Background: an optimization exercise with open tools, aiming at small area. Do not read the settings as production practice.
RTL that was checked went through simulation tests only; none was proved equivalent to the original.
Only the layout flow was run in run 8; the RTL was not checked for function there.
No activity file was given, so power comes from the tool's default toggle rates.

`flow/config.mk`:
```
export PLATFORM = sky130hd
export DESIGN_NAME = comparer
export DESIGN_NICKNAME = comparer
export VERILOG_FILES = /design/flow/design.v
export SDC_FILE = /design/flow/constraint.sdc
export NUM_CORES = 4
export LEC_CHECK = 0
export CAP_MARGIN = 20
export CORE_MARGIN = 2
export CORE_UTILIZATION = 40
export SLEW_MARGIN = 20
```
`flow/constraint.sdc`:
```
create_clock -name core_clock -period 5.0 [get_ports {axis_clk}]
set_input_delay 1.0000 -clock core_clock [delete_from_list [all_inputs] [get_ports {axis_clk}]]
set_output_delay 1.0000 -clock core_clock [all_outputs]
set_load 0.01 [all_outputs]
```
`flow/design.v`:
```
`timescale 1ns / 1ps
module comparer#(
     parameter cache_depth = 8
)(
    input               axis_clk,
    input               axis_rstn,
    input               cache_key_valid,
    input  [63:0]       cache_key,
    output              cache_key_ready,
    input               compare_key_valid,
    input  [63:0]       compare_key,
    input               compare_opcode,   
    output              compare_key_ready,
    output reg          out_key_valid,
    output     [63:0]   out_key,
    input               out_key_ready,
    output reg                          result_valid,
    input                               result_ready,
    output reg [cache_depth-1:0]        result
    );
    reg [63:0]            caches [0:7];
    reg [7:0]             caches_state;
    reg [2:0]             head, tail;
    assign cache_key_ready   = 1'b1;
    assign compare_key_ready = ~result_valid;
    wire cmp_fire = compare_key_valid & ~result_valid;
    wire [7:0] head_oh = 8'd1 << head;
    wire [7:0] tail_oh = 8'd1 << tail;
    reg  [7:0] match;
    integer i;
    always @* begin
        for (i = 0; i < 8; i = i + 1)
            match[i] = caches_state[i] & (caches[i] == compare_key);
    end
    always @(posedge axis_clk) begin
        for (i = 0; i < 8; i = i + 1)
            if (cache_key_valid && head_oh[i])
                caches[i] <= cache_key;
    end
    always @(posedge axis_clk) begin
        if (!axis_rstn) begin
            head         <= 3'd0;
            caches_state <= 8'd0;
        end else begin
            for (i = 0; i < 8; i = i + 1)
                if (cache_key_valid && head_oh[i])
                    caches_state[i] <= 1'b1;
                else if (cmp_fire && match[i])
                    caches_state[i] <= 1'b0;
            if (cache_key_valid)
                head <= head + 3'd1;
        end
    end
    always @(posedge axis_clk) begin
        if (!axis_rstn) begin
            result_valid <= 1'b0;
        end else if (result_valid) begin
            if (result_ready) result_valid <= 1'b0;
        end else if (compare_key_valid) begin
            result_valid <= 1'b1;
        end
    end
    always @(posedge axis_clk) begin
        if (!result_valid)
            result <= compare_opcode ? 8'd0 : match;
    end
    reg [63:0] rd;
    always @* begin
        rd = 64'd0;
        for (i = 0; i < 8; i = i + 1)
            rd = rd | (caches[i] & {64{tail_oh[i]}});
    end
    assign out_key = rd;
    wire tail_state = |(caches_state & tail_oh);
    always @(posedge axis_clk) begin
        if (!axis_rstn) begin
            out_key_valid <= 1'b0;
            tail          <= 3'd0;
        end else begin
            if (out_key_valid && out_key_ready) begin
                out_key_valid <= 1'b0;
                tail          <= tail + 3'd1;
            end
            if (head != tail) begin
                if (!out_key_valid) begin
                    if (tail_state)
                        out_key_valid <= 1'b1;
                    else
                        tail <= tail + 3'd1;
                end
            end else begin
                out_key_valid <= 1'b0;
            end
        end
    end
endmodule
```
`flow/run.sh`:
```
#!/bin/bash
# synth_recipe.tcl (not shown) runs the flow's synth.tcl, then flattens the netlist and writes it again
# the make line also repeats each setting of config.mk as NAME=value (left out here)
make -C /OpenROAD-flow-scripts/flow DESIGN_CONFIG=/design/flow/config.mk WORK_HOME=/design/flow/orfs CLKGATE_MAP_FILE= SYNTH_SCRIPT=/design/flow/synth_recipe.tcl finish
```
==> results of run 1 <==
[registers in the layout, summed over array words and instances, names as in the netlist]
name           flops
result_valid       1
head               3
result             8
caches           512
tail               3
caches_state       8
out_key_valid      1
[power breakdown]
| group | switching, mW | total, mW | internal, mW |
|---|---|---|---|
| registers | 0.0864 | 5.15 | 5.06 |
| clock network | 1.83 | 4.38 | 2.55 |
| logic | 2.20 | 3.88 | 1.68 |
| total | 4.12 | 13.4 | 9.29 |
[worst max path at each step]
stage / end / slack [ns] / cells past startpoint
after floorplan: caches_state[0] / 1.53 / 5
after global placement: result[7] / 0.91 / 6
after detailed placement: result[7] / 0.92 / 6
after CTS: out_key[0] / 0.44 / 7
after global routing: out_key[23] / 0.36 / 7
final: out_key[0] / 0.41 / 7
[per-layer routing]
layer | part of all wire, % | vias up | routed length [um] | global-route usage (%)
li1 | - | 7202 | - | -
met1 | 38 | 9128 | 41340 | 42.52
met2 | 44 | 1280 | 47330 | 48.45
met3 | 11 | 242 | 12270 | 8.051
met4 | 6.0 | 4 | 6430 | 16.33
met5 | 0.027 | - | 29 | 0
[per-stage QoR]
stage	setup WS [ns]	hold WS [ns]	power, mW	instances
after floorplan	1.526	0.5170	7.180	1724
after global placement	0.9126	0.5279	9.035	2687
after detailed placement	0.9161	0.5409	9.033	2687
after CTS	0.4404	0.5558	13.36	2794
after global routing	0.3613	0.5870	13.73	2794
final	0.4132	0.5533	13.41	2796
[critical path, cell delays in order (launching register included)]
cell	delay, ns
dfxtp_1	0.37
inv_1	0.16
ha_4	0.80
buf_4	0.43
a222oi_1	0.15
mux2i_1	0.31
a221o_1	0.18
clkdlybuf4s50_1	0.54
[placed cells by master, fill, tap and decap left out, drive strengths merged, types with 4 or more instances in the layout]
master	n
and2	9
a222oi	129
o221a	7
clkdlybuf4s50	209
inv	18
xor2	11
nand4	143
buf	39
nand2	4
nor2b	4
clkinv	24
nand2b	19
nor3b	7
ha	12
bufinv	7
edfxtp	520
xnor2	496
clkbuf	74
a221o	66
dfxtp	16
mux2i	68
nor4	35
[final cells by class]
type                    instances  area, um2
repair buffers                248       2510
inverters                      18      70.07
fillers                      5470      32520
flip-flops and latches        536      15940
well taps                     846       1059
multi-input cells            1039       8951
diodes                          2      5.005
clock buffers                  74       1553
clock inverters                33      360.3
[cells by family (layout without fill, tap and decap cells)]
logic type,Yosys count,after routing
multiplexers,69,69
adder cells (fa/ha/maj),12,12
other,1,3
XOR/XNOR,507,507
buffers and inverters,149,373
AO/OA/AOI/OAI,215,215
flip-flops,536,536
AND/OR/NAND/NOR,235,235
==> flow_summary.ini, run 1 <==
[synthesis]
synthFlopType = edfxtp_1
synth_area_mm2 = 0.02541
synth_top_family_by_area = XOR/XNOR gates
synth-adder-area-share_pct = 0.5910
seq_area_frac_synth_pct = 62.72
synth_compound_area_share_pct = 8.392
yosys.area_share.simple_pct = 5.757
synthTopCellsByCount = edfxtp_1, xnor2_1, nand4_1
avgSynthCellArea_um2 = 14.74
yosysTopAreaCellShare_pct = 61.46
muxShareOfSynthArea_pct = 2.723
ys_ff_latch = 536
synth_edf_count = 520
syn-instance-count = 1724
synthArstFlopShare_pct = 0
synth_area_leader_cell = edfxtp_1
synth_warnings = 2
synth.most_common_cell = edfxtp_1
synth_xor_xnor_area_share_pct = 17.48
ys_types = 42
syn-num-nets = 1871
synth.area.top_cells = edfxtp_1, xnor2_1, a222oi_1, nand4_1, mux2i_1

[global_routing]
antenna_found_initial = 4
gr-total-overflow = 0
globalRouteTotalUtil_pct = 31.95
grt_pass1_vias = 17110
grt_first_pass_wirelength_um = 143800
grt_max_degree = 71

[placement]
gp_congestion = 1.135
placed_area_mm2 = 0.02852
port_buffers = 209
dp_hpwl_um = 79750

[sta]
worst-slew-pin-transition_ns = 1.048
slew_violations = 0
clock.fmax_ghz = 0.2180
slew_headroom_pct = 29.47
final-setup-viol-count = 0
hold_violations = 0
rsz0062_at_grt = false
finalCritPeriodShare_pct = 91.74
setup_tns_ns = 0
final.setup_skew_ns = 0.01730
period_minus_slack_ns = 4.587

[hold_path]
whs_endpoint = caches_state[6]
min_from = caches_state[6]
hp-class = flop to flop
hold_depth = 1

[worst_setup_path]
r2r_cells = 8
crit_type = flop to output pin
rrSetupSlack_ns = 1.92
crit_path_start = tail[1]
critPathCaptureType = output pin
required_ns = 4.00
cp-start-kind = flop
reg2reg_from = tail[1]
worstPathArrival_ns = 3.59
worstReg2RegEnd = tail[2]
crit_path_max_fanout = 59

[power]
power_leakage_nw = 9.480
ir_drop_uv = 337.2
powerDensity_mw_per_mm2 = 440.5

[drt]
dr.pass1.iters = 8
remaining_drc_errors = 0
routed_wl_um = 107400
detail_route.iter0.violations = 3132
ant_nets = 0
via_per_inst = 6.386
num_vias = 17860
wl_per_cell_um = 38.41

[final_layout]
layout.nets = 2048
stdcell_area_mm2 = 0.03044
drive_gt1_share_pct = 7.341
finish.utilization_pct = 48.35
area_delta_synth_final_pct = 19.82

[cts]
clk_latency_ns = 0.64
cts_resized = 0
cts_buffers = 58
cts_tree = built
cts_max_path_buffers = 3
numClockSinks = 536
root_buffer = clkbuf_16
clkSlewWorstSetupHoldPaths_ns = 0.06
htree_levels = 2
hold_buffers = 0
post-cts-setup-buffer-count = 0

[die]
die_w_um = 256.0
die_area_mm2 = 0.06555
core_mm2 = 0.06297
io_pins = 211
start_util_pct = 40.35
rows = 92
die_y_um = 256.0

[flow_run]
drv_cap = 0

[run_status]
outcome = complete, no violations
==> inputs of run 2 (changes only) <==
==> flow/flow/run.sh (new file) <==
#!/bin/bash
# Standard ORFS layout with three changes:
#  - port buffers use buf_1 instead of the default delay buffer,
#  - CTS uses larger sink clusters and no dummy loads,
# everything else (synthesis, floorplan, power grid, placement, routing) as standard.sh runs it.
set -euo pipefail
cat >> config.mk <<'EOF'
export BUFFER_PORTS_ARGS = -buffer_cell sky130_fd_sc_hd__buf_1
export CTS_ARGS = -sink_clustering_enable -repair_clock_nets -dont_use_dummy_load -sink_clustering_size 30 -sink_clustering_max_diameter 80 -buf_list sky130_fd_sc_hd__clkbuf_16
EOF
bash standard.sh finish > standard_flow.log 2>&1
==> flow/standard.sh (new file) <==
#!/bin/bash
# synth_recipe.tcl (not shown) runs the flow's synth.tcl, then flattens the netlist and writes it again
# the make line also repeats each setting of config.mk as NAME=value (left out here)
make -C /OpenROAD-flow-scripts/flow DESIGN_CONFIG=/design/flow/config.mk WORK_HOME=/design/flow/orfs CLKGATE_MAP_FILE= SYNTH_SCRIPT=/design/flow/synth_recipe.tcl "${@:-finish}"
--- a/flow/config.mk
+++ b/flow/config.mk
@@ -10,2 +10,4 @@
 export CORE_UTILIZATION = 40
 export SLEW_MARGIN = 20
+export BUFFER_PORTS_ARGS = -buffer_cell sky130_fd_sc_hd__buf_1
+export CTS_ARGS = -sink_clustering_enable -repair_clock_nets -dont_use_dummy_load -sink_clustering_size 30 -sink_clustering_max_diameter 80 -buf_list sky130_fd_sc_hd__clkbuf_16
removed: flow/run.sh
==> run 2 against run 1 <==
- total power is 18% lower
- clock power is 42% lower
- count of clock-buffer cells in the layout is 43 lower
- clock skew is 0.040 ns higher
- largest cell class unchanged
==> flow_summary.ini, run 2 <==
[synthesis]
synth_edf_count = 520
ys_types = 42
syn-num-nets = 1871
synth_area_leader_cell = edfxtp_1
ys_ff_latch = 536
seq_area_frac_synth_pct = 62.72
synth_warnings = 2
synth.area.top_cells = edfxtp_1, xnor2_1, a222oi_1, nand4_1, mux2i_1
syn-instance-count = 1724
synth_area_mm2 = 0.02541
synth.most_common_cell = edfxtp_1
yosysTopAreaCellShare_pct = 61.46
synthFlopType = edfxtp_1
synthTopCellsByCount = edfxtp_1, xnor2_1, nand4_1
avgSynthCellArea_um2 = 14.74
synthArstFlopShare_pct = 0

[global_routing]
antenna_found_initial = 1
grt_pass1_vias = 17020
grt_first_pass_wirelength_um = 144700
gr-total-overflow = 0
grt_max_degree = 68
globalRouteTotalUtil_pct = 31.97

[drt]
ant_nets = 0
wl_per_cell_um = 39.53
via_per_inst = 6.424
remaining_drc_errors = 0
num_vias = 17430
routed_wl_um = 107300
detail_route.iter0.violations = 3209
dr.pass1.iters = 11

[cts]
post-cts-setup-buffer-count = 0
root_buffer = clkbuf_16
cts_buffers = 31
cts_tree = built
hold_buffers = 0
numClockSinks = 536
cts_resized = 0
clk_latency_ns = 0.65
cts_max_path_buffers = 3
htree_levels = 1
clkSlewWorstSetupHoldPaths_ns = 0.07

[worst_setup_path]
crit_type = flop to output pin
cp-start-kind = flop
crit_path_max_fanout = 42
worstPathArrival_ns = 3.32
critPathCaptureType = output pin
required_ns = 4.00

[placement]
dp_slack_ns = 1.354
placed_area_mm2 = 0.02713
gp_congestion = 1.072
port_buffers = 209
dp_hpwl_um = 80400

[final_layout]
stdcell_area_mm2 = 0.02792
top_regs = caches x512, caches_state x8, result x8
multiInputGateArea_mm2 = 0.008951
area_delta_synth_final_pct = 9.894
largest_reg_flops = 512
finish.utilization_pct = 44.34
final_cell_mix = edfxtp_1, xnor2_1, buf_1
regMostFlops = caches
drive_gt1_share_pct = 4.455
layout_commonest_cell = edfxtp_1
seq_area_mm2 = 0.01594
layout.nets = 2012
fill_cells = 5737

[die]
die_y_um = 256.0
start_util_pct = 40.35
die_w_um = 256.0
core_mm2 = 0.06297
rows = 92
die_area_mm2 = 0.06555
io_pins = 211

[sta]
finalWorstSetupSlack_ns = 0.6807
rsz0062_at_grt = false
finalCritPeriodShare_pct = 86.39
period_minus_slack_ns = 4.319
hold_violations = 0
setup_tns_ns = 0
clock.fmax_ghz = 0.2315
slew_violations = 0
worst-slew-pin-transition_ns = 1.137
final.setup_skew_ns = 0.05713
slew_headroom_pct = 24.18
final-setup-viol-count = 0

[power]
ir_drop_uv = 318.9
powerDensity_mw_per_mm2 = 395.6
power_leakage_nw = 8.320

[flow_run]
drv_cap = 0

[run_status]
outcome = complete, no violations

[hold_path]
hp-class = flop to flop
[run 2: routing by layer]
metal / vias up / global-route usage (%) / part of all wire (%)
met1: 9024 / 43.31 / 39
met4: 0 / 13.73 / 5.2
li1: 7063 / - / -
met3: 188 / 6.378 / 10
met2: 1159 / 50.11 / 45
met5: - / 0 / 0
[run 2: cell type report]
class	instances	area share, %
diodes	5	0.04481
clock buffers	31	2.778
inverters	18	0.2510
multi-input cells	1039	32.06
flip-flops and latches	536	57.07
well taps	846	3.791
repair buffers	239	4.002
[run 2: final timing paths]
| check | startpoint | end | slack, ns | cells past startpoint |
|---|---|---|---|---|
| setup / recovery | tail[2] | out_key[63] | 0.68 | 5 |
| hold / removal | result_valid | result_valid | 0.56 | 1 |
| setup reg to reg | tail[2] | tail[2] | 1.72 | 8 |
| hold reg to reg | result_valid | result_valid | 0.56 | 1 |
[run 2: critical path: stages (launching register included)]
cell and delay (ns):
dfxtp_1 0.40, inv_4 0.46, buf_4 0.83, mux2i_1 0.51, a221o_1 0.19, buf_1 0.16
[run 2: cells by family (layout without fill, tap and decap cells)]
| group | count (synthesis) | in the layout | share of synthesized area, % |
|---|---|---|---|
| flops | 536 | 536 | 62.72 |
| fa+ha+maj | 12 | 12 | 0.5909 |
| other cells | 1 | 6 | 0.01476 |
| buf+inv | 149 | 288 | 2.324 |
| compound gates | 215 | 215 | 8.392 |
| simple gates | 235 | 235 | 5.757 |
| xor+xnor | 507 | 507 | 17.48 |
| mux | 69 | 69 | 2.723 |
[run 2: metrics by stage]
| step | hold slack [ns] | total power, mW | cells |
|---|---|---|---|
| 6_report | 0.5600 | 11.05 | 2714 |
| 5_1_grt | 0.5744 | 11.33 | 2709 |
| 4_1_cts | 0.5609 | 11.00 | 2709 |
| 3_5_place_dp | 0.5401 | 8.541 | 2678 |
| 3_3_place_gp | 0.5266 | 8.519 | 2677 |
| 2_1_floorplan | 0.5170 | 7.180 | 1724 |
[run 2: report_power, final]
| group | switching, mW | internal (mW) |
|---|---|---|
| combinational | 2.17 | 1.21 |
| clock | 1.43 | 1.09 |
| sequential | 0.0857 | 5.06 |
| total | 3.69 | 7.36 |
==> inputs of run 3 (changes only) <==
--- a/flow/design.v
+++ b/flow/design.v
@@ -27,10 +27,14 @@
     wire [7:0] head_oh = 8'd1 << head;
     wire [7:0] tail_oh = 8'd1 << tail;
-    reg  [7:0] match;
+    wire [63:0] kn = ~compare_key;
+    wire [7:0]  key_eq;
+    genvar g;
+    generate
+        for (g = 0; g < 8; g = g + 1) begin : g_eq
+            key_eq_64 u_eq (.q(caches[g]), .kn(kn), .eq(key_eq[g]));
+        end
+    endgenerate
+    wire [7:0] match = caches_state & key_eq;
     integer i;
-    always @* begin
-        for (i = 0; i < 8; i = i + 1)
-            match[i] = caches_state[i] & (caches[i] == compare_key);
-    end
     always @(posedge axis_clk) begin
         for (i = 0; i < 8; i = i + 1)
@@ -49,5 +53,5 @@
                     caches_state[i] <= 1'b0;
             if (cache_key_valid)
-                head <= head + 3'd1;
+                head <= {head[2] ^ (head[1] & head[0]), head[1] ^ head[0], ~head[0]};
         end
     end
@@ -65,12 +69,15 @@
             result <= compare_opcode ? 8'd0 : match;
     end
-    reg [63:0] rd;
-    always @* begin
-        rd = 64'd0;
-        for (i = 0; i < 8; i = i + 1)
-            rd = rd | (caches[i] & {64{tail_oh[i]}});
-    end
-    assign out_key = rd;
+    generate
+        for (g = 0; g < 64; g = g + 1) begin : g_rd
+            sel8 u_rd (.s(tail_oh),
+                       .d({caches[7][g], caches[6][g], caches[5][g], caches[4][g],
+                           caches[3][g], caches[2][g], caches[1][g], caches[0][g]}),
+                       .y(out_key[g]));
+        end
+    endgenerate
     wire tail_state = |(caches_state & tail_oh);
+    wire not_empty  = head != tail;
+    wire tail_adv   = out_key_valid ? out_key_ready : (not_empty & ~tail_state);
     always @(posedge axis_clk) begin
         if (!axis_rstn) begin
@@ -78,19 +85,85 @@
             tail          <= 3'd0;
         end else begin
-            if (out_key_valid && out_key_ready) begin
-                out_key_valid <= 1'b0;
-                tail          <= tail + 3'd1;
-            end
-            if (head != tail) begin
-                if (!out_key_valid) begin
-                    if (tail_state)
-                        out_key_valid <= 1'b1;
-                    else
-                        tail <= tail + 3'd1;
-                end
-            end else begin
-                out_key_valid <= 1'b0;
-            end
+            out_key_valid <= not_empty & (out_key_valid ? ~out_key_ready : tail_state);
+            if (tail_adv)
+                tail <= {tail[2] ^ (tail[1] & tail[0]), tail[1] ^ tail[0], ~tail[0]};
         end
     end
 endmodule
+module key_eq_64 (
+    input  [63:0] q,
+    input  [63:0] kn,
+    output        eq
+);
+    wire [31:0] o_n;    
+    wire [21:0] a_n;    
+    genvar j;
+    generate
+        for (j = 0; j < 32; j = j + 1) begin : g_o
+            or_pair u_o (.q(q[2*j+1:2*j]), .kn(kn[2*j+1:2*j]), .y_n(o_n[j]));
+        end
+        for (j = 0; j < 21; j = j + 1) begin : g_a
+            and_trip u_a (.q(q[3*j+2:3*j]), .kn(kn[3*j+2:3*j]), .y_n(a_n[j]));
+        end
+    endgenerate
+    nand2_m u_a21 (.a({q[63], kn[63]}), .y(a_n[21]));
+    wire [7:0] r;
+    nor16_n u_r0 (.a(o_n[15:0]),  .y(r[0]));
+    nor16_n u_r1 (.a(o_n[31:16]), .y(r[1]));
+    generate
+        for (j = 0; j < 5; j = j + 1) begin : g_r
+            nand4_m u_r (.a(a_n[4*j+3:4*j]), .y(r[2+j]));
+        end
+    endgenerate
+    nand2_m u_r7 (.a(a_n[21:20]), .y(r[7]));
+    assign eq = ~|r;
+endmodule
+module or_pair (
+    input  [1:0] q,
+    input  [1:0] kn,
+    output       y_n
+);
+    assign y_n = ~((q[0] | kn[0]) & (q[1] | kn[1]));
+endmodule
+module and_trip (
+    input  [2:0] q,
+    input  [2:0] kn,
+    output       y_n
+);
+    assign y_n = ~((q[0] & kn[0]) | (q[1] & kn[1]) | (q[2] & kn[2]));
+endmodule
+module nor16_n (
+    input  [15:0] a,
+    output        y
+);
+    assign y = ~&{~|a[3:0], ~|a[7:4], ~|a[11:8], ~|a[15:12]};
+endmodule
+module nand4_m (
+    input  [3:0] a,
+    output       y
+);
+    assign y = ~&a;
+endmodule
+module nand2_m (
+    input  [1:0] a,
+    output       y
+);
+    assign y = ~&a;
+endmodule
+module sel8 (
+    input  [7:0] s,
+    input  [7:0] d,
+    output       y
+);
+    wire [1:0] p_n;
+    aoi222_m u_p0 (.a(d[2:0]), .b(s[2:0]), .y(p_n[0]));
+    aoi222_m u_p1 (.a(d[5:3]), .b(s[5:3]), .y(p_n[1]));
+    assign y = ~(p_n[0] & p_n[1] & ~((d[6] & s[6]) | (d[7] & s[7])));
+endmodule
+module aoi222_m (
+    input  [2:0] a,
+    input  [2:0] b,
+    output       y
+);
+    assign y = ~|(a & b);
+endmodule
--- a/flow/config.mk
+++ b/flow/config.mk
@@ -8,6 +8,8 @@
 export CAP_MARGIN = 20
 export CORE_MARGIN = 2
-export CORE_UTILIZATION = 40
+export CORE_UTILIZATION = 55
 export SLEW_MARGIN = 20
+export SYNTH_HIERARCHICAL = 1
+export SYNTH_MINIMUM_KEEP_SIZE = 0
 export BUFFER_PORTS_ARGS = -buffer_cell sky130_fd_sc_hd__buf_1
 export CTS_ARGS = -sink_clustering_enable -repair_clock_nets -dont_use_dummy_load -sink_clustering_size 30 -sink_clustering_max_diameter 80 -buf_list sky130_fd_sc_hd__clkbuf_16
==> run 3 against run 2 <==
- non-clock buffer count did not move
- worst hold slack better by 0.017 ns
- die area shrank 33%
- synthesized cell count fell by 10%
- clock power fell by 7%
- critical path type unchanged
- largest power group unchanged
==> flow_summary.ini, run 3 <==
[drt]
via_per_inst = 8.375
wl_per_cell_um = 38.43
detail_route.iter0.violations = 5702
routed_wl_um = 90550
ant_nets = 0
num_vias = 19730
dr.pass1.iters = 17
remaining_drc_errors = 0

[die]
die_area_mm2 = 0.04399
io_pins = 211
die_w_um = 209.7
core_mm2 = 0.04185
start_util_pct = 55.63
die_y_um = 209.7
rows = 75

[cts]
cts_max_path_buffers = 3
cts_tree = built
numClockSinks = 536
cts_resized = 0
clkSlewWorstSetupHoldPaths_ns = 0.11
root_buffer = clkbuf_16
clk_latency_ns = 0.61
hold_buffers = 0
htree_levels = 1
cts_buffers = 28
post-cts-setup-buffer-count = 0

[global_routing]
grt_first_pass_wirelength_um = 127800
antenna_found_initial = 9
grt_max_degree = 62
globalRouteTotalUtil_pct = 40.15
gr-total-overflow = 0
grt_pass1_vias = 18330

[synthesis]
ys_ff_latch = 536
syn-instance-count = 1548
avgSynthCellArea_um2 = 15.04
synthArstFlopShare_pct = 0
synthTopCellsByCount = edfxtp_1, a222oi_1, o22ai_1
synth.most_common_cell = edfxtp_1
seq_area_frac_synth_pct = 68.45
synthFlopType = edfxtp_1
yosysTopAreaCellShare_pct = 67.07
synth_area_mm2 = 0.02328
syn-num-nets = 1695
ys_types = 38
synth.area.top_cells = edfxtp_1, a222oi_1, o22ai_1, a22oi_1, nor4_1
synth_warnings = 9
synth_edf_count = 520
synth_area_leader_cell = edfxtp_1

[worst_setup_path]
crit_type = flop to output pin
required_ns = 4.00
critPathCaptureType = output pin
reg2reg_from = caches[6][23]
crit_path_start = tail[2]
slowest_stage = dfxtp_1
crit_path_cell_trace = and2_2 -> buf_12 -> a222oi_1 -> nand3_1 -> buf_1
worstPathArrival_ns = 3.11
cp-start-kind = flop
crit_path_max_fanout = 37
critPathMaxStageDelay_ns = 0.78

[sta]
slew_headroom_pct = 27.81
finalCritPeriodShare_pct = 82.15
worst-slew-pin-transition_ns = 1.073
hold_violations = 0
clock.fmax_ghz = 0.2435
final.setup_skew_ns = 0.04024
period_minus_slack_ns = 4.107
rsz0062_at_grt = false
final-setup-viol-count = 0
slew_violations = 0
setup_tns_ns = 0

[final_layout]
layout_commonest_cell = edfxtp_1
drive_gt1_share_pct = 4.254
largest_reg_flops = 512
final_cell_mix = edfxtp_1, a222oi_1, o22ai_1
top_regs = caches x512, caches_state x8, result x8
final_cells = 2356
regMostFlops = caches
area_delta_synth_final_pct = 10.96
layout.nets = 1959

[placement]
dp_hpwl_um = 62530
port_buffers = 209
gp_congestion = 1.033
dp.cells = 2320

[power]
ir_drop_uv = 301.0
power_leakage_nw = 7.743
powerDensity_mw_per_mm2 = 396.7
finalPower_mw = 10.25

[flow_run]
drv_cap = 0

[run_status]
outcome = complete, no violations

[hold_path]
min_from = result_valid
hp-class = flop to flop
[run 3: cells by family (layout without fill, tap and decap cells)]
logic type / Yosys count / after routing / share of synthesized area [%]
flops: 536 / 536 / 68.45
other cells: 1 / 8 / 0.01611
compound gates: 651 / 651 / 22.90
simple gates: 266 / 266 / 6.508
buf+inv: 77 / 339 / 1.258
fa+ha+maj: 12 / 12 / 0.6449
xor+xnor: 4 / 4 / 0.1828
mux: 1 / 1 / 0.04300
[run 3: modules after synthesis (local to each module, per instance)]
module / copies in the design / flip-flops and latches / cell area [um2]
sel8: 64 / 0 / 12.51
nor16_n: 16 / 0 / 31.28
nand4_m: 40 / 0 / 6.256
aoi222_m: 128 / 0 / 10.01
nand2_m: 16 / 0 / 3.754
comparer: 1 / 536 / 16960
and_trip: 168 / 0 / 10.01
or_pair: 256 / 0 / 6.256
key_eq_64: 8 / 0 / 18.77
[run 3: worst max-delay path: cells and delay by family, from the launching register on]
family	cells	cell delay, ns
AO/OA/AOI/OAI	1	0.15
buffers and inverters	2	0.52
AND/OR/NAND/NOR	2	0.98
flip-flops	1	0.78
[run 3: power by group]
part           internal, mW  switching, mW  total, mW
sequential             5.08          0.139       5.22
combinational         0.871           1.82       2.69
clock                 0.993           1.35       2.34
total                  6.94           3.31       10.2
[run 3: routing by layer]
layer | routed length (um) | part of all wire [%] | GRT usage [%]
met1 | 30820 | 34 | 52.97
met2 | 41930 | 46 | 64.65
met3 | 11940 | 13 | 7.556
met4 | 5804 | 6.4 | 19.64
met5 | 46 | 0.051 | 0
[run 3: final cells by class]
cell class,count,area (um2)
repair buffers,239,1122
clock buffers,28,700.7
inverters,72,270.3
diodes,7,17.52
multi-input cells,935,7112
fillers,3275,16020
well taps,539,674.4
flip-flops and latches,536,15940
[run 3: path summary, 6_finish.rpt]
path,endpoint,slack [ns],cells past startpoint
max,out_key[63],0.89,5
min,result_valid,0.58,2
max reg2reg,caches_state[6],2.06,7
min reg2reg,result_valid,0.58,2
[run 3: stage by stage]
step	area, um2	setup slack, ns	util, %	hold WS, ns
floorplan	23280	0.8031	-	0.5377
detailed placement	25090	1.108	59.96	0.5526
global route	25820	0.8408	61.69	0.6157
global placement	25090	1.120	59.96	0.5275
CTS	25790	1.004	61.63	0.5794
finish	25830	0.8927	61.72	0.5765
==> inputs of run 4 (changes only) <==
--- a/flow/design.v
+++ b/flow/design.v
@@ -25,6 +25,7 @@
     assign compare_key_ready = ~result_valid;
     wire cmp_fire = compare_key_valid & ~result_valid;
-    wire [7:0] head_oh = 8'd1 << head;
-    wire [7:0] tail_oh = 8'd1 << tail;
+    wire [7:0] head_oh, tail_oh;
+    dec3 u_hdec (.a(head), .y(head_oh));
+    dec3 u_tdec (.a(tail), .y(tail_oh));
     wire [63:0] kn = ~compare_key;
     wire [7:0]  key_eq;
@@ -168,2 +169,8 @@
     assign y = ~|(a & b);
 endmodule
+module dec3 (
+    input  [2:0] a,
+    output [7:0] y
+);
+    assign y = 8'd1 << a;
+endmodule
==> run 4 against run 3 <==
- critical path type unchanged
- non-clock buffer count down 1
- combinational power fell by 8.9%
- global-route usage increased by 0.45 points
- sequential share of layout area rose by 0.56 points
- still clean
- flip-flop and latch count unchanged
- routed wire length is 0.61% higher
- die area is 0.36% lower
- worst hold slack got worse by 0.041 ns
- register-to-register slack hardly changed
- largest power group unchanged
- largest cell class unchanged
- core utilization shrank 0.42 points
- critical path depth did not move
==> flow_summary.ini, run 4 <==
[placement]
dp.cells = 2316
gp_congestion = 1.029
port_buffers = 209
dp_hpwl_um = 62310

[cts]
clk_latency_ns = 0.62
root_buffer = clkbuf_16
clkSlewWorstSetupHoldPaths_ns = 0.11
post-cts-setup-buffer-count = 0
cts_max_path_buffers = 3
cts_resized = 0
hold_buffers = 0
cts_buffers = 26
numClockSinks = 536
htree_levels = 1
cts_tree = built

[die]
start_util_pct = 55.55
die_w_um = 209.4
die_y_um = 209.4
rows = 75
io_pins = 211
die_area_mm2 = 0.04383
core_mm2 = 0.04176

[synthesis]
ys_types = 39
synth_edf_count = 520
synthArstFlopShare_pct = 0
syn-num-nets = 1680
avgSynthCellArea_um2 = 15.03
synthFlopType = edfxtp_1
ys_ff_latch = 536
synth.most_common_cell = edfxtp_1
synth_area_mm2 = 0.02320
synth_warnings = 9
synth_area_leader_cell = edfxtp_1
syn-instance-count = 1543
synthTopCellsByCount = edfxtp_1, a222oi_1, o22ai_1
synth.area.top_cells = edfxtp_1, a222oi_1, o22ai_1, a22oi_1, nor4_1
seq_area_frac_synth_pct = 68.70
yosysTopAreaCellShare_pct = 67.32

[global_routing]
grt_max_degree = 66
grt_pass1_vias = 18220
globalRouteTotalUtil_pct = 40.60
antenna_found_initial = 7
gr-total-overflow = 0
grt_first_pass_wirelength_um = 128800

[final_layout]
final_cells = 2349
regMostFlops = caches
layout.nets = 1942
area_delta_synth_final_pct = 10.36
final_cell_mix = edfxtp_1, a222oi_1, o22ai_1
layout_commonest_cell = edfxtp_1
largest_reg_flops = 512
fill_cells = 3217
drive_gt1_share_pct = 4.215
top_regs = caches x512, caches_state x8, result x8

[sta]
hold_violations = 0
period_minus_slack_ns = 4.395
finalCritPeriodShare_pct = 87.89
slew_violations = 0
rsz0062_at_grt = false
setup_tns_ns = 0
final-setup-viol-count = 0
slew_headroom_pct = 22.08
clock.fmax_ghz = 0.2276
worst-slew-pin-transition_ns = 1.169
holdWs_ns = 0.5355
final.setup_skew_ns = 0.05082

[drt]
ant_nets = 0
detail_route.iter0.violations = 5775
num_vias = 19630
wl_per_cell_um = 38.78
routed_wl_um = 91100
dr.pass1.iters = 17
remaining_drc_errors = 0
via_per_inst = 8.356

[flow_run]
drv_cap = 0

[hold_path]
min_from = caches_state[4]
hp-class = flop to flop
hold_depth = 2
whs_endpoint = result[4]

[worst_setup_path]
worstReg2RegEnd = caches_state[4]
rrSetupSlack_ns = 2.05
critPathCaptureType = output pin
crit_path_max_fanout = 28
reg2reg_from = caches[4][53]
worstPathArrival_ns = 3.39
r2r_cells = 7
cp-start-kind = flop
crit_type = flop to output pin
required_ns = 4.00

[power]
power_leakage_nw = 7.596
powerDensity_mw_per_mm2 = 387.3
ir_drop_uv = 404.2

[run_status]
outcome = complete, no violations
## run 4: changes by cell type after synthesis, sizes merged, moves of 3 or more
cell / delta
ha: -10
inv: -7
and3b: +6
nand2: +6
nor3b: +6
nor2b: -5
nand3: -3
xor2: +3
## run 4: where the power goes
| group | internal [mW] | switching [mW] |
|---|---|---|
| clock | 0.928 | 1.35 |
| combinational | 0.756 | 1.69 |
| sequential | 5.06 | 0.139 |
## run 4: modules after synthesis, one instance, submodules excluded, a selection
| module | times used | flip-flops and latches |
|---|---|---|
| dec3 | 2 | 0 |
| nor16_n | 16 | 0 |
| key_eq_64 | 8 | 0 |
| sel8 | 64 | 0 |
| and_trip | 168 | 0 |
| aoi222_m | 128 | 0 |
| nand4_m | 40 | 0 |
| or_pair | 256 | 0 |
| nand2_m | 16 | 0 |
## run 4: layout make-up
type | count | area, um2 | share of cell area, %
sequential | 536 | 15940 | 62.25
multi-input combinational | 938 | 7063 | 27.59
timing repair buffer | 238 | 1015 | 3.964
tap | 539 | 674.4 | 2.634
clock buffer | 26 | 650.6 | 2.542
inverter | 65 | 244.0 | 0.9531
antenna | 7 | 17.52 | 0.06843
## run 4: worst max path at each step
| stage | start | to | slack (ns) |
|---|---|---|---|
| detailed placement | compare_key[58] | caches_state[7] | 1.04 |
| global placement | compare_key[59] | caches_state[7] | 1.01 |
| CTS | tail[0] | out_key[10] | 0.75 |
| floorplan | tail[1] | out_key[0] | 1.15 |
| finish | tail[2] | out_key[63] | 0.61 |
| global route | tail[0] | out_key[8] | 0.59 |
## run 4: kinds of logic after synthesis
logic type                 after synthesis  share of synthesized area [%]
AOI/OAI and AO/OA                      642                          22.58
xor gates and xnor gates                 5                         0.1888
adders and majority gates                2                         0.1079
buffers and inverters                   69                          1.133
DFF                                    536                          68.70
muxes                                    3                         0.1295
other                                    1                        0.01617
and+or+nand+nor                        285                          7.142
## run 4: layer usage
layer | wire length, um | track usage (%)
met1 | 31420 | 55.79
met2 | 41800 | 64.97
met3 | 12710 | 6.359
met4 | 5157 | 17.56
met5 | 18 | 0
## run 4: through the flow
stage	worst slack, ns	cell area, um2	total power, mW	utilization [%]
final	0.6054	25600	9.916	61.30
after global routing	0.5930	25590	10.15	61.28
after CTS	0.7513	25580	9.846	61.26
after detailed placement	1.037	24930	7.661	59.70
after global placement	1.007	24930	7.644	59.70
after floorplan	1.146	23220	6.571	-
## run 4: worst max-delay path, cell delays in order, from the launching register on
cell	delay (ns)
dfxtp_1	0.73
and3b_2	0.93
buf_4	0.50
a222oi_1	0.16
nand3_1	0.26
buf_1	0.19
==> inputs of run 5 (changes only) <==
--- a/flow/flow/run.sh
+++ b/flow/flow/run.sh
@@ -7,5 +7,5 @@
 cat >> config.mk <<'EOF'
 export BUFFER_PORTS_ARGS = -buffer_cell sky130_fd_sc_hd__buf_1
-export CTS_ARGS = -sink_clustering_enable -repair_clock_nets -dont_use_dummy_load -sink_clustering_size 30 -sink_clustering_max_diameter 80 -buf_list sky130_fd_sc_hd__clkbuf_16
+export CTS_ARGS = -sink_clustering_enable -repair_clock_nets -dont_use_dummy_load -sink_clustering_size 28 -sink_clustering_max_diameter 120 -buf_list sky130_fd_sc_hd__clkbuf_16
 EOF
 bash standard.sh finish > standard_flow.log 2>&1
--- a/flow/config.mk
+++ b/flow/config.mk
@@ -13,3 +13,3 @@
 export SYNTH_MINIMUM_KEEP_SIZE = 0
 export BUFFER_PORTS_ARGS = -buffer_cell sky130_fd_sc_hd__buf_1
-export CTS_ARGS = -sink_clustering_enable -repair_clock_nets -dont_use_dummy_load -sink_clustering_size 30 -sink_clustering_max_diameter 80 -buf_list sky130_fd_sc_hd__clkbuf_16
+export CTS_ARGS = -sink_clustering_enable -repair_clock_nets -dont_use_dummy_load -sink_clustering_size 28 -sink_clustering_max_diameter 120 -buf_list sky130_fd_sc_hd__clkbuf_16
==> run 5 against run 4 <==
- still clean on timing, DRC and antenna
- via count up 0.58%
- combinational power about the same
- first-iteration DRC count increased by 2.6%
- largest cell class unchanged
- worst hold slack better by 0.041 ns
- count of clock-buffer cells in the layout shrank 3
- synthesized area is the same
- global-route usage about the same
- core utilization decreased by 0.18 points
- routed wire length is 0.35% higher
- non-clock buffer count unchanged
- clock power fell by 5%
- flip-flop and latch count stayed put
==> flow_summary.ini, run 5 <==
[worst_setup_path]
slowest_stage = and3b_2
rrSetupSlack_ns = 2.05
cp-start-kind = flop
required_ns = 4.00
critical-path-top-delay-family = simple AND/OR/NAND/NOR gates
reg2reg_from = caches[4][53]
worstPathArrival_ns = 3.38
crit_path_cell_trace = and3b_2 -> buf_4 -> a222oi_1 -> nand3_1 -> buf_1
critPathCaptureType = output pin
cp_num_buf_inv = 2
r2r_cells = 7
crit_type = flop to output pin
critPathMaxStageDelay_ns = 0.93
worstReg2RegEnd = caches_state[4]
crit_path_max_fanout = 28

[drt]
num_vias = 19740
routed_wl_um = 91420
remaining_drc_errors = 0
wl_per_cell_um = 38.97
ant_nets = 0
dr.pass1.iters = 17
via_per_inst = 8.416
detail_route.iter0.violations = 5926

[die]
die_area_mm2 = 0.04383
die_y_um = 209.4
start_util_pct = 55.55
die_w_um = 209.4
io_pins = 211
rows = 75
core_mm2 = 0.04176

[global_routing]
use_met3_pct = 6.030
gr-total-overflow = 0
globalRouteTotalUtil_pct = 40.56
grt_util_met2_pct = 64.38
grt_pass1_vias = 18140
grt_max_degree = 66
busiest_layer = met2
antenna_found_initial = 11
grtUsageMet1_pct = 55.95
grt_first_pass_wirelength_um = 128700

[synthesis]
synth.most_common_cell = edfxtp_1
syn-instance-count = 1543
yosysTopAreaCellShare_pct = 67.32
synthTopCellsByCount = edfxtp_1, a222oi_1, o22ai_1
synth_compound_area_share_pct = 22.58
synth_edf_count = 520
synth_top_family_by_area = compound AO/OA/AOI/OAI gates
ys_types = 39
synth.area.top_cells = edfxtp_1, a222oi_1, o22ai_1, a22oi_1, nor4_1
avgSynthCellArea_um2 = 15.03
seq_area_frac_synth_pct = 68.70
synth_warnings = 9
synthFlopType = edfxtp_1
yosys.area_share.simple_pct = 7.142
synthArstFlopShare_pct = 0
syn-num-nets = 1680
synth-adder-area-share_pct = 0.1079
synth_area_mm2 = 0.02320
synth_area_leader_cell = edfxtp_1
synth_xor_xnor_area_share_pct = 0.1888
ys_ff_latch = 536
muxShareOfSynthArea_pct = 0.1295

[sta]
worst-slew-pin-transition_ns = 1.217
period_minus_slack_ns = 4.376
clock.fmax_ghz = 0.2285
setup_tns_ns = 0
holdWs_ns = 0.5762
finalCritPeriodShare_pct = 87.53
hold_violations = 0
final-setup-viol-count = 0
slew_violations = 0
final.setup_skew_ns = 0.06102
finalWorstSetupSlack_ns = 0.6237
slew_headroom_pct = 18.89
rsz0062_at_grt = false

[placement]
port_buffers = 209
gp_congestion = 1.029
dp_hpwl_um = 62310
dp_slack_ns = 1.037

[hold_path]
whs_endpoint = result[5]
hp-class = flop to flop
min_from = caches_state[5]
hold_depth = 2

[cts]
clkSlewWorstSetupHoldPaths_ns = 0.11
root_buffer = clkbuf_16
cts_buffers = 23
post-cts-setup-buffer-count = 0
hold_buffers = 0
cts_resized = 0
numClockSinks = 536
clk_latency_ns = 0.61
htree_levels = 1
cts_max_path_buffers = 3
cts_tree = built

[final_layout]
drive_gt1_share_pct = 4.056
layout.nets = 1939
area_delta_synth_final_pct = 10.04
regMostFlops = caches
layout_commonest_cell = edfxtp_1
final_cell_mix = edfxtp_1, a222oi_1, o22ai_1
top_regs = caches x512, caches_state x8, result x8
largest_reg_flops = 512

[power]
power_leakage_nw = 7.559
powerDensity_mw_per_mm2 = 384.6
ir_drop_uv = 398.9

[run_status]
outcome = complete, no violations

[flow_run]
drv_cap = 0
## run 5: worst min-delay path: stages (launching register included)
cell     delay, ns
dfxtp_1       0.34
nand2_1       0.06
nor2_1        0.03
## run 5: through the flow
stage | cells | util, % | total power [mW] | cell area, um2
floorplan | 1543 | - | 6.571 | 23220
global placement | 2316 | 59.70 | 7.644 | 24930
detailed placement | 2316 | 59.70 | 7.661 | 24930
CTS | 2339 | 61.08 | 9.730 | 25510
global route | 2343 | 61.11 | 10.02 | 25520
finish | 2346 | 61.12 | 9.817 | 25520
## run 5: per-module statistics from Yosys, one instance, submodules excluded, excerpt
module    cells inside  cell area, um2  copies in the design  flops+latches
aoi222_m             1           10.01                   128              0
dec3                 8           65.06                     2              0
and_trip             1           10.01                   168              0
comparer           687           16740                     1            536
nand2_m              1           3.754                    16              0
nand4_m              1           6.256                    40              0
or_pair              1           6.256                   256              0
## run 5: cell families after synthesis
family,after synthesis
compound gates,642
simple gates,285
xor+xnor,5
other cells,1
fa+ha+maj,2
buf+inv,69
flops,536
mux,3
## run 5: cell type report
class	instances	area, um2
antenna	7	17.52
tap	539	674.4
multi-input combinational	938	7063
timing repair buffer	238	1015
fill	3226	16230
clock buffer	23	575.6
sequential	536	15940
inverter	65	244.0
## run 5: worst max path at each step
| stage | startpoint | endpoint | cells after the start |
|---|---|---|---|
| 4_1_cts | tail[2] | out_key[25] | 5 |
| 5_1_grt | tail[2] | out_key[26] | 5 |
| 6_report | tail[2] | out_key[26] | 5 |
| 3_3_place_gp | compare_key[59] | caches_state[7] | 9 |
| 3_5_place_dp | compare_key[58] | caches_state[7] | 9 |
| 2_1_floorplan | tail[1] | out_key[0] | 3 |
## run 5: metal layers
layer | share of wire, % | wire (um) | vias to the layer above
met3 | 14 | 12470 | 327
li1 | - | - | 7884
met2 | 45 | 41490 | 1992
met4 | 6.2 | 5630 | 10
met1 | 35 | 31760 | 9530
met5 | 0.066 | 60 | -
## run 5: where the power goes
group / total [mW] / switching [mW] / internal [mW] / leakage [nW]
sequential: 5.20 / 0.140 / 5.06 / 4.87
clock: 2.17 / 1.34 / 0.829 / 0.283
combinational: 2.45 / 1.70 / 0.756 / 2.41
==> inputs of run 6 (changes only) <==
--- a/flow/config.mk
+++ b/flow/config.mk
@@ -9,4 +9,5 @@
 export CORE_MARGIN = 2
 export CORE_UTILIZATION = 55
+export PLACE_DENSITY = 0.7
 export SLEW_MARGIN = 20
 export SYNTH_HIERARCHICAL = 1
==> run 6 against run 5 <==
- cell count decreased by 0.30%
- synthesized area unchanged
- first-iteration DRC count decreased by 13%
- sequential power about the same
- still clean
==> flow_summary.ini, run 6 <==
[global_routing]
antenna_found_initial = 6
globalRouteTotalUtil_pct = 38.89
grt_pass1_vias = 17990
grt_first_pass_wirelength_um = 123900
gr-total-overflow = 0
grt_max_degree = 66

[sta]
clock.fmax_ghz = 0.2308
worst-slew-pin-transition_ns = 1.178
slew_headroom_pct = 21.48
final-setup-viol-count = 0
hold_violations = 0
rsz0062_at_grt = false
slew_violations = 0
setup_tns_ns = 0
finalWorstSetupSlack_ns = 0.6669
finalCritPeriodShare_pct = 86.66
final.setup_skew_ns = 0.06817
period_minus_slack_ns = 4.333

[cts]
clkSlewWorstSetupHoldPaths_ns = 0.10
cts_tree = built
cts_max_path_buffers = 3
clk_latency_ns = 0.61
root_buffer = clkbuf_16
hold_buffers = 0
post-cts-setup-buffer-count = 0
cts_buffers = 23
htree_levels = 1
numClockSinks = 536
cts_resized = 0

[die]
start_util_pct = 55.55
io_pins = 211
core_mm2 = 0.04176
die_y_um = 209.4
die_area_mm2 = 0.04383
die_w_um = 209.4
rows = 75

[final_layout]
layout.nets = 1935
regMostFlops = caches
area_delta_synth_final_pct = 9.876
finish.utilization_pct = 61.03
drive_gt1_share_pct = 3.842
final_cells = 2339
layout_commonest_cell = edfxtp_1
largest_reg_flops = 512
stdcell_area_mm2 = 0.02549
top_regs = caches x512, caches_state x8, result x8
final_cell_mix = edfxtp_1, a222oi_1, o22ai_1
fill_cells = 3208

[placement]
dp_slack_ns = 1.121
port_buffers = 209
dp_hpwl_um = 61140
dp.cells = 2312
gp_congestion = 1.056
placed_area_mm2 = 0.02490

[synthesis]
synth.area.top_cells = edfxtp_1, a222oi_1, o22ai_1, a22oi_1, nor4_1
syn-num-nets = 1680
synthArstFlopShare_pct = 0
synth.most_common_cell = edfxtp_1
syn-instance-count = 1543
ys_ff_latch = 536
synth_area_mm2 = 0.02320
synth_warnings = 9
ys_types = 39
synthFlopType = edfxtp_1
yosysTopAreaCellShare_pct = 67.32
seq_area_frac_synth_pct = 68.70
avgSynthCellArea_um2 = 15.03
synth_edf_count = 520
synth_area_leader_cell = edfxtp_1
synthTopCellsByCount = edfxtp_1, a222oi_1, o22ai_1

[worst_setup_path]
cp-start-kind = flop
critPathCaptureType = output pin
required_ns = 4.00
worstPathArrival_ns = 3.33
crit_path_max_fanout = 36
crit_type = flop to output pin

[power]
ir_drop_uv = 409.6
power_leakage_nw = 7.538
powerDensity_mw_per_mm2 = 382.5

[flow_run]
drv_cap = 0

[run_status]
outcome = complete, no violations

[drt]
routed_wl_um = 88300
wl_per_cell_um = 37.75
detail_route.iter0.violations = 5150
ant_nets = 0
remaining_drc_errors = 0
num_vias = 19410
dr.pass1.iters = 17
via_per_inst = 8.300

[hold_path]
hp-class = flop to flop
[run 6: cell counts after synthesis]
Identical to the previous run, type by type.
[run 6: area by class of cell]
cell class	count	area [um2]	area share, %
Clock buffer	23	575.6	2.258
Antenna cell	4	10.01	0.03927
Tap cell	539	674.4	2.646
Timing Repair Buffer	234	984.7	3.864
Sequential cell	536	15940	62.52
Multi-Input combinational cell	938	7063	27.71
Inverter	65	244.0	0.9573
[run 6: power by group]
part	switching [mW]	internal [mW]
Combinational	1.66	0.750
Clock	1.32	0.828
Sequential	0.135	5.06
Total	3.11	6.64
[run 6: logic make-up after synthesis]
kind of cell               synth area share [%]
and+or+nand+nor                           7.142
DFF                                       68.70
buffers and inverters                     1.133
adders and majority gates                0.1079
AOI/OAI and AO/OA                         22.58
muxes                                    0.1295
other                                   0.01617
xor gates and xnor gates                 0.1888
[run 6: metal layers]
| metal | wire length (um) | global-route usage [%] | vias up | part of all wire (%) |
|---|---|---|---|---|
| li1 | - | - | 7883 | - |
| met1 | 30660 | 51.76 | 9376 | 35 |
| met2 | 41610 | 64.51 | 1830 | 47 |
| met3 | 11300 | 6.225 | 319 | 13 |
| met4 | 4700 | 15.81 | 6 | 5.3 |
| met5 | 33 | 0 | - | 0.037 |
[run 6: per-module statistics from Yosys, one instance, submodules excluded, excerpt]
module	cell area [um2]	cells	flip-flops and latches
key_eq_64	18.77	3	0
sel8	12.51	2	0
nand2_m	3.754	1	0
comparer	16740	687	536
and_trip	10.01	1	0
aoi222_m	10.01	1	0
dec3	65.06	8	0
[run 6: critical path, stage by stage (launching register included)]
cell and delay (ns):
dfxtp_1 0.73, and3b_2 1.11, buf_4 0.43, a222oi_1 0.15
nand3_1 0.15, buf_1 0.17
[run 6: path summary, 6_finish.rpt]
| kind | startpoint | endpoint | slack [ns] | cells after the start |
|---|---|---|---|---|
| hold / removal | result_valid | result_valid | 0.58 | 2 |
| setup / recovery | tail[2] | out_key[48] | 0.67 | 5 |
| setup reg to reg | caches[7][22] | caches_state[7] | 1.97 | 7 |
| hold reg to reg | result_valid | result_valid | 0.58 | 2 |
[run 6: per-stage QoR]
step | power [mW] | hold slack (ns)
finish | 9.748 | 0.5813
global route | 9.952 | 0.6056
detailed placement | 7.617 | 0.5586
CTS | 9.663 | 0.5830
global placement | 7.591 | 0.5249
floorplan | 6.571 | 0.5381
==> inputs of run 7 (changes only) <==
--- a/flow/config.mk
+++ b/flow/config.mk
@@ -9,5 +9,5 @@
 export CORE_MARGIN = 2
 export CORE_UTILIZATION = 55
-export PLACE_DENSITY = 0.7
+export PLACE_DENSITY = 0.8
 export SLEW_MARGIN = 20
 export SYNTH_HIERARCHICAL = 1
==> run 7 against run 6 <==
- still clean
- cell count fell by 0.17%
- fmax fell by 2.5%
- synthesized cell count unchanged
- non-clock buffer count down 7
- register-to-register slack lost 0.08 ns
- sequential share of layout area is 0.061 points higher
- global-route usage decreased by 1.4 points
- clock power barely moved
- combinational power grew 2%
- total power grew 0.38%
- critical endpoint is now out_key[26]
==> flow_summary.ini, run 7 <==
[drt]
dr.pass1.iters = 27
ant_nets = 0
routed_wl_um = 84600
num_vias = 19700
highest_layer = met5
wl_met3_um = 13710
detail_route.iter0.violations = 7195
via_per_inst = 8.439
wl_per_cell_um = 36.23
wl_met1_um = 27120
remaining_drc_errors = 0
wl_met2_um = 38580

[worst_setup_path]
rrSetupSlack_ns = 1.89
crit_path_max_fanout = 38
reg2reg_from = caches[4][0]
required_ns = 4.00
worstPathArrival_ns = 3.44
crit_type = flop to output pin
crit_path_start = tail[2]
critPathCaptureType = output pin
cp-start-kind = flop
r2r_cells = 7
worstReg2RegEnd = caches_state[4]

[final_layout]
fill_cells = 3247
largest_reg_flops = 512
multiInputGateArea_mm2 = 0.007063
final_cells = 2335
regMostFlops = caches
top_regs = caches x512, caches_state x8, result x8
area_delta_synth_final_pct = 9.769
final_cell_mix = edfxtp_1, a222oi_1, o22ai_1
seq_area_mm2 = 0.01594
stdcell_area_mm2 = 0.02546
drive_gt1_share_pct = 3.466
layout.nets = 1928
layout_commonest_cell = edfxtp_1

[synthesis]
synth_warnings = 9
synthFlopType = edfxtp_1
avgSynthCellArea_um2 = 15.03
synth_area_mm2 = 0.02320
syn-num-nets = 1680
synthTopCellsByCount = edfxtp_1, a222oi_1, o22ai_1
synthArstFlopShare_pct = 0
synth_area_leader_cell = edfxtp_1
ys_ff_latch = 536
syn-instance-count = 1543
seq_area_frac_synth_pct = 68.70
synth.area.top_cells = edfxtp_1, a222oi_1, o22ai_1, a22oi_1, nor4_1
synth_edf_count = 520
ys_types = 39
yosysTopAreaCellShare_pct = 67.32
synth.most_common_cell = edfxtp_1

[die]
die_y_um = 209.4
rows = 75
die_w_um = 209.4
core_mm2 = 0.04176
die_area_mm2 = 0.04383
start_util_pct = 55.55
io_pins = 211

[hold_path]
hp-class = flop to flop
hold_depth = 2
whs_endpoint = result_valid
min_from = result_valid

[flow_run]
drv_cap = 0

[sta]
final.setup_skew_ns = 0.07017
hold_violations = 0
holdWs_ns = 0.5588
rsz0062_at_grt = false
period_minus_slack_ns = 4.443
worst-slew-pin-transition_ns = 1.149
finalCritPeriodShare_pct = 88.85
slew_headroom_pct = 23.37
final-setup-viol-count = 0
clock.fmax_ghz = 0.2251
slew_violations = 0
setup_tns_ns = 0

[global_routing]
grt_max_degree = 66
gr-total-overflow = 0
grt_pass1_vias = 18290
globalRouteTotalUtil_pct = 37.45
grt_first_pass_wirelength_um = 120800
antenna_found_initial = 7

[placement]
dp_hpwl_um = 57400
dp.cells = 2304
port_buffers = 209
gp_congestion = 1.100
placed_area_mm2 = 0.02484

[power]
ir_drop_uv = 415.9
powerDensity_mw_per_mm2 = 384.3
power_leakage_nw = 7.506

[cts]
clk_latency_ns = 0.59
numClockSinks = 536
root_buffer = clkbuf_16
cts_tree = built
clkSlewWorstSetupHoldPaths_ns = 0.11
cts_buffers = 23
htree_levels = 1
cts_max_path_buffers = 3
hold_buffers = 0
cts_resized = 0
post-cts-setup-buffer-count = 0

[run_status]
outcome = complete, no violations
## run 7: cell types whose count changed in the layout (fill, tap and decap cells not counted)
cell	delta
buf_4	-8
buf_16	+1
diode_2	+3
## run 7: how the worst max path moves through the flow
| stage | endpoint | slack (ns) | depth (start not counted) |
|---|---|---|---|
| detailed placement | caches_state[7] | 1.03 | 9 |
| CTS | out_key[8] | 0.73 | 5 |
| floorplan | out_key[0] | 1.15 | 3 |
| global route | out_key[8] | 0.54 | 5 |
| global placement | caches_state[7] | 0.99 | 9 |
| finish | out_key[26] | 0.56 | 5 |
## run 7: per-module statistics from Yosys, one instance, submodules excluded
module | cells | flops+latches | area (um2)
nand4_m | 1 | 0 | 6.256
dec3 | 8 | 0 | 65.06
key_eq_64 | 3 | 0 | 18.77
nor16_n | 5 | 0 | 31.28
aoi222_m | 1 | 0 | 10.01
or_pair | 1 | 0 | 6.256
and_trip | 1 | 0 | 10.01
nand2_m | 1 | 0 | 3.754
sel8 | 2 | 0 | 12.51
comparer | 687 | 536 | 16740
## run 7: final cells by class
cell class / instances / share of cell area (%)
repair buffers: 227 / 3.740
clock buffers: 23 / 2.260
flip-flops and latches: 536 / 62.58
multi-input cells: 938 / 27.74
inverters: 65 / 0.9582
diodes: 7 / 0.06880
well taps: 539 / 2.649
## run 7: stage by stage
stage	setup WS [ns]	total power, mW	util, %
after floorplan	1.146	6.571	-
after global placement	0.9895	7.585	59.49
after detailed placement	1.026	7.610	59.49
after CTS	0.7314	9.634	60.87
after global routing	0.5355	9.992	60.94
final	0.5573	9.786	60.97
## run 7: cells by family after synthesis
group	share of synthesized area [%]
buffers and inverters	1.133
muxes	0.1295
DFF	68.70
other	0.01617
and+or+nand+nor	7.142
adders and majority gates	0.1079
xor gates and xnor gates	0.1888
AOI/OAI and AO/OA	22.58
## run 7: worst max-delay path, cell delays in order (launching register included)
cell	delay, ns
dfxtp_1	0.73
and3b_2	1.05
buf_4	0.53
a22oi_1	0.13
nand3_1	0.22
buf_1	0.18
## run 7: routing by layer
metal,vias to the layer above,track usage (%)
met2,2206,60.43
li1,7871,-
met3,426,8.514
met5,-,0
met1,9195,49.45
met4,6,15.64
## run 7: where the power goes
group          total [mW]  switching, mW  internal [mW]  leakage (nW)
logic                2.45           1.70          0.747          2.35
registers            5.19          0.134           5.06          4.87
clock network        2.15           1.32          0.828         0.283
total                9.79           3.15           6.63          7.51
==> inputs of run 8 (changes only) <==
==> flow/design.v (replaced) <==
`timescale 1ns / 1ps
module comparer#(
     parameter cache_depth = 8
)(
    input               axis_clk,
    input               axis_rstn,   
    input               cache_key_valid,
    input  [63:0]       cache_key,
    output reg          cache_key_ready,
    input               compare_key_valid,
    input  [63:0]       compare_key,
    input               compare_opcode,   
    output reg          compare_key_ready,
    output reg          out_key_valid,
    output reg [63:0]   out_key,
    input               out_key_ready,
    output reg                          result_valid,
    input                               result_ready,
    output reg [cache_depth-1:0]        result
    );
    reg [63:0]  caches[cache_depth - 1:0];
    reg [cache_depth-1:0] caches_state;   
    reg [31:0]  head, tail;
    integer i;
    always @(posedge axis_clk) begin
        if (!axis_rstn) begin
            compare_key_ready <= 1'b1;
            result_valid      <= 1'b0;
            result            <= '0;
        end else begin
            if (result_valid && result_ready) begin
                result_valid      <= 1'b0;
                result            <= '0;
                compare_key_ready <= 1'b1;
            end
            if (compare_key_valid && compare_key_ready) begin
                compare_key_ready <= 1'b0;  
                result_valid      <= 1'b1;
                result            <= '0;   
                for (i = 0; i < cache_depth; i = i + 1) begin
                    if (caches_state[i] && caches[i] == compare_key) begin
                        if (!compare_opcode) begin
                            result[i] <= 1'b1;
                        end
                    end
                end
            end
        end
    end
    always @(posedge axis_clk) begin
        if (!axis_rstn) begin
            cache_key_ready <= 1'b1;
            head            <= '0;
            caches_state    <= '0;
            for (i = 0; i < cache_depth; i = i + 1) begin
                caches[i] <= '0;
            end
        end else begin
            if (compare_key_valid && compare_key_ready) begin
                for (i = 0; i < cache_depth; i = i + 1) begin
                    if (caches_state[i] && caches[i] == compare_key) begin
                        caches[i]       <= '0;
                        caches_state[i] <= 1'b0;
                    end
                end
            end
            if (cache_key_ready && cache_key_valid) begin
                caches[      head & (cache_depth - 1)] <= cache_key;
                caches_state[head & (cache_depth - 1)] <= 1'b1;
                head <= head + 1;              
            end
        end
    end
    wire [31:0] head_idx = head & (cache_depth - 1);
    wire [31:0] tail_idx = tail & (cache_depth - 1);
    always @(posedge axis_clk) begin
        if (!axis_rstn) begin
            out_key_valid <= 1'b0;
            out_key       <= '0;
            tail          <= '0;
        end else begin
            if (out_key_valid && out_key_ready) begin
                out_key_valid <= 1'b0;
                tail          <= tail + 1;   
            end
            if (head_idx != tail_idx) begin
                if (!out_key_valid) begin
                    if (caches_state[tail_idx]) begin
                        out_key_valid <= 1'b1;
                        out_key       <= caches[tail_idx];
                    end else begin
                        tail <= tail + 1;
                    end
                end
            end else begin
                out_key_valid <= 1'b0;
            end
        end
    end
endmodule
==> flow/run.sh (new file) <==
#!/bin/bash
# synth_recipe.tcl (not shown) runs the flow's synth.tcl, then flattens the netlist and writes it again
# the make line also repeats each setting of config.mk as NAME=value (left out here)
make -C /OpenROAD-flow-scripts/flow DESIGN_CONFIG=/design/flow/config.mk WORK_HOME=/design/flow/orfs CLKGATE_MAP_FILE= SYNTH_SCRIPT=/design/flow/synth_recipe.tcl finish
==> flow/config.mk (replaced) <==
export PLATFORM = sky130hd
export DESIGN_NAME = comparer
export DESIGN_NICKNAME = comparer
export VERILOG_FILES = /design/flow/design.v
export SDC_FILE = /design/flow/constraint.sdc
export NUM_CORES = 4
export LEC_CHECK = 0
export CAP_MARGIN = 20
export CORE_MARGIN = 2
export CORE_UTILIZATION = 40
export SLEW_MARGIN = 20
removed: flow/flow/run.sh
removed: flow/standard.sh
==> run 8 against run 7 <==
- still clean
- worst hold slack worse by 0.063 ns
- critical path depth up 2
- design area is 49% higher
- synthesized area up 38%
==> flow_summary.ini, run 8 <==
[sta]
holdWs_ns = 0.4955
setup_tns_ns = 0
slew_violations = 0
slew_headroom_pct = 19.97
period_minus_slack_ns = 4.062
finalCritPeriodShare_pct = 81.23
final.setup_skew_ns = 0.04128
finalWorstSetupSlack_ns = 0.9384
hold_violations = 0
final-setup-viol-count = 0
rsz0062_at_grt = false
worst-slew-pin-transition_ns = 1.198
clock.fmax_ghz = 0.2462

[placement]
gp_congestion = 0.9534
port_buffers = 209
dp_slack_ns = 0.2676
dp_hpwl_um = 79330
dp.cells = 3595

[cts]
clk_latency_ns = 0.64
hold_buffers = 0
root_buffer = clkbuf_16
clkSlewWorstSetupHoldPaths_ns = 0.06
cts_resized = 0
numClockSinks = 601
cts_max_path_buffers = 3
cts_tree = built
cts_buffers = 71
htree_levels = 3
post-cts-setup-buffer-count = 0

[global_routing]
grt_pass1_vias = 21280
globalRouteTotalUtil_pct = 27.31
grt_max_degree = 81
antenna_found_initial = 7
grt_first_pass_wirelength_um = 159600
gr-total-overflow = 0

[synthesis]
synth.area.top_cells = edfxtp_1, xnor2_1, and2_1, mux4_2, dfxtp_1
avgSynthCellArea_um2 = 13.03
synth.most_common_cell = and2_1
synthFlopType = edfxtp_1
synth_warnings = 1
synthTopCellsByCount = and2_1, edfxtp_1, xnor2_1
ys_ff_latch = 601
synth_area_leader_cell = edfxtp_1
ys_types = 42
synthArstFlopShare_pct = 0
syn-num-nets = 2598
syn-instance-count = 2456
synth_area_mm2 = 0.03199
synth_edf_count = 512
seq_area_frac_synth_pct = 53.62
yosysTopAreaCellShare_pct = 48.05

[run_status]
outcome = complete, no violations

[worst_setup_path]
crit_path_max_fanout = 50
r2r_cells = 6
worstReg2RegEnd = caches[0][10]
required_ns = 5.27
worstPathArrival_ns = 4.33
crit_end = caches[7][11]
cp-start-kind = input pin
crit_path_start = compare_key[29]
critPathCaptureType = flop
crit_type = input pin to flop
rrSetupSlack_ns = 1.74
reg2reg_from = caches[0][23]

[final_layout]
final_cells = 3727
final_cell_mix = and2_1, edfxtp_1, xnor2_1
regMostFlops = caches
drive_gt1_share_pct = 12.52
top_regs = caches x512, out_key x64
layout_commonest_cell = and2_1
area_delta_synth_final_pct = 18.85
layout.nets = 2760
finish.utilization_pct = 48.06
largest_reg_flops = 512

[power]
power_leakage_nw = 13.16
powerDensity_mw_per_mm2 = 371.1
ir_drop_uv = 206.0

[die]
die_area_mm2 = 0.08227
die_w_um = 286.8
io_pins = 211
core_mm2 = 0.07913
start_util_pct = 40.43
rows = 103
die_y_um = 286.8

[flow_run]
drv_cap = 0

[hold_path]
hp-class = flop to flop

[drt]
num_vias = 20860
dr.pass1.iters = 5
remaining_drc_errors = 0
detail_route.iter0.violations = 2286
wl_per_cell_um = 30.09
ant_nets = 0
via_per_inst = 5.596
routed_wl_um = 112200
==> run 8: power breakdown <==
group	internal (mW)	switching, mW
combinational	1.32	1.52
sequential	5.71	0.275
clock	3.12	2.16
total	10.1	3.96
==> run 8: worst min-delay path by stage <==
stage	startpoint	to	slack [ns]	depth (start not counted)
detailed placement	out_key[53]	out_key[53]	0.48	1
global route	out_key[0]	out_key[0]	0.51	1
floorplan	caches_state[2]	result[2]	0.47	2
CTS	out_key[24]	out_key[24]	0.50	1
finish	out_key[24]	out_key[24]	0.50	1
global placement	result[1]	result[1]	0.47	2
==> run 8: worst max-delay path, cell delays in order <==
cell and delay, ns:
clkdlybuf4s50_1 0.72, xnor2_1 0.76, nand4_1 0.15, nor4_1 0.82, nand3_1 0.24, o21ai_4 0.22
buf_12 0.36
==> run 8: cell families after synthesis <==
family | Yosys count | share of synthesized area [%]
AOI/OAI and AO/OA | 100 | 2.796
xor gates and xnor gates | 517 | 14.15
adders and majority gates | 7 | 0.2737
buffers and inverters | 195 | 2.417
DFF | 601 | 53.62
muxes | 196 | 11.22
other | 1 | 0.01172
and+or+nand+nor | 839 | 15.51
==> run 8: area by class of cell <==
| cell class | instances | area [um2] |
|---|---|---|
| repair buffers | 278 | 2970 |
| multi-input cells | 1660 | 14210 |
| well taps | 1050 | 1314 |
| flip-flops and latches | 601 | 17170 |
| fillers | 6995 | 41100 |
| clock buffers | 99 | 2003 |
| clock inverters | 31 | 330.3 |
| diodes | 2 | 5.005 |
| inverters | 6 | 22.52 |
==> run 8: metrics by stage <==
step | area, um2 | total power, mW
after floorplan | 32020 | 7.776
after global placement | 35690 | 8.937
after detailed placement | 35690 | 8.954
after CTS | 38020 | 14.19
after global routing | 38020 | 14.55
final | 38030 | 14.11
==> run 8: routing by layer <==
metal  up-vias  wire [um]  part of all wire (%)  track usage (%)
met5         -         60                 0.053                0
met1     10710      46000                    41            36.27
met4        10       4214                   3.8            10.10
met3       177       8733                   7.8            5.667
met2       838      53150                    47            44.23
li1       9121          -                     -                -

==> afterwards: timing with drivers on the ports <==
The flow's constraints put no driver on any port. The routed layouts listed below were extracted and timed again, unchanged, in two steps. Step 1 assumes that a clkbuf_16 drives the clock port and a buf_2 every other input. Step 2 moves the port delays by t, midway between the first and last clock arrival at a register: inputs arrive t later, outputs are due t later. That takes back most of the time a late clock gives input paths. Slacks: ideal ports / drivers / drivers and shift; pairs: ideal ports / drivers.
| run | t, ns | setup WS [ns] | hold slack, ns | worst setup path after step 2 | slew at the worst register clock pin (ns) |
|---|---|---|---|---|---|
| run 1 | 0.692 | 0.413 / 0.351 / 0.571 | 0.553 / 0.553 / 0.553 | input to register | 0.07 / 0.07 |
| run 2 | 0.677 | 0.681 / 0.616 / 1.107 | 0.560 / 0.560 / 0.560 | input to register | 0.11 / 0.11 |
| run 3 | 0.659 | 0.893 / 0.834 / 0.941 | 0.577 / 0.577 / 0.577 | input to register | 0.11 / 0.11 |
| run 4 | 0.649 | 0.605 / 0.549 / 0.867 | 0.536 / 0.536 / 0.536 | input to register | 0.12 / 0.12 |
| run 5 | 0.640 | 0.624 / 0.566 / 0.925 | 0.576 / 0.576 / 0.576 | input to register | 0.12 / 0.12 |
| run 6 | 0.635 | 0.667 / 0.609 / 0.792 | 0.581 / 0.581 / 0.581 | input to register | 0.11 / 0.11 |
| run 7 | 0.617 | 0.557 / 0.501 / 0.800 | 0.559 / 0.559 / 0.559 | input to register | 0.11 / 0.11 |
| run 8 | 0.688 | 0.938 / 0.982 / 0.295 | 0.495 / 0.495 / 0.495 | input to register | 0.06 / 0.06 |
After both steps every run listed still meets setup and hold. For run 8, which loses most, drivers alone change the setup slack by +0.044 ns; drivers and shift together by -0.643 ns.
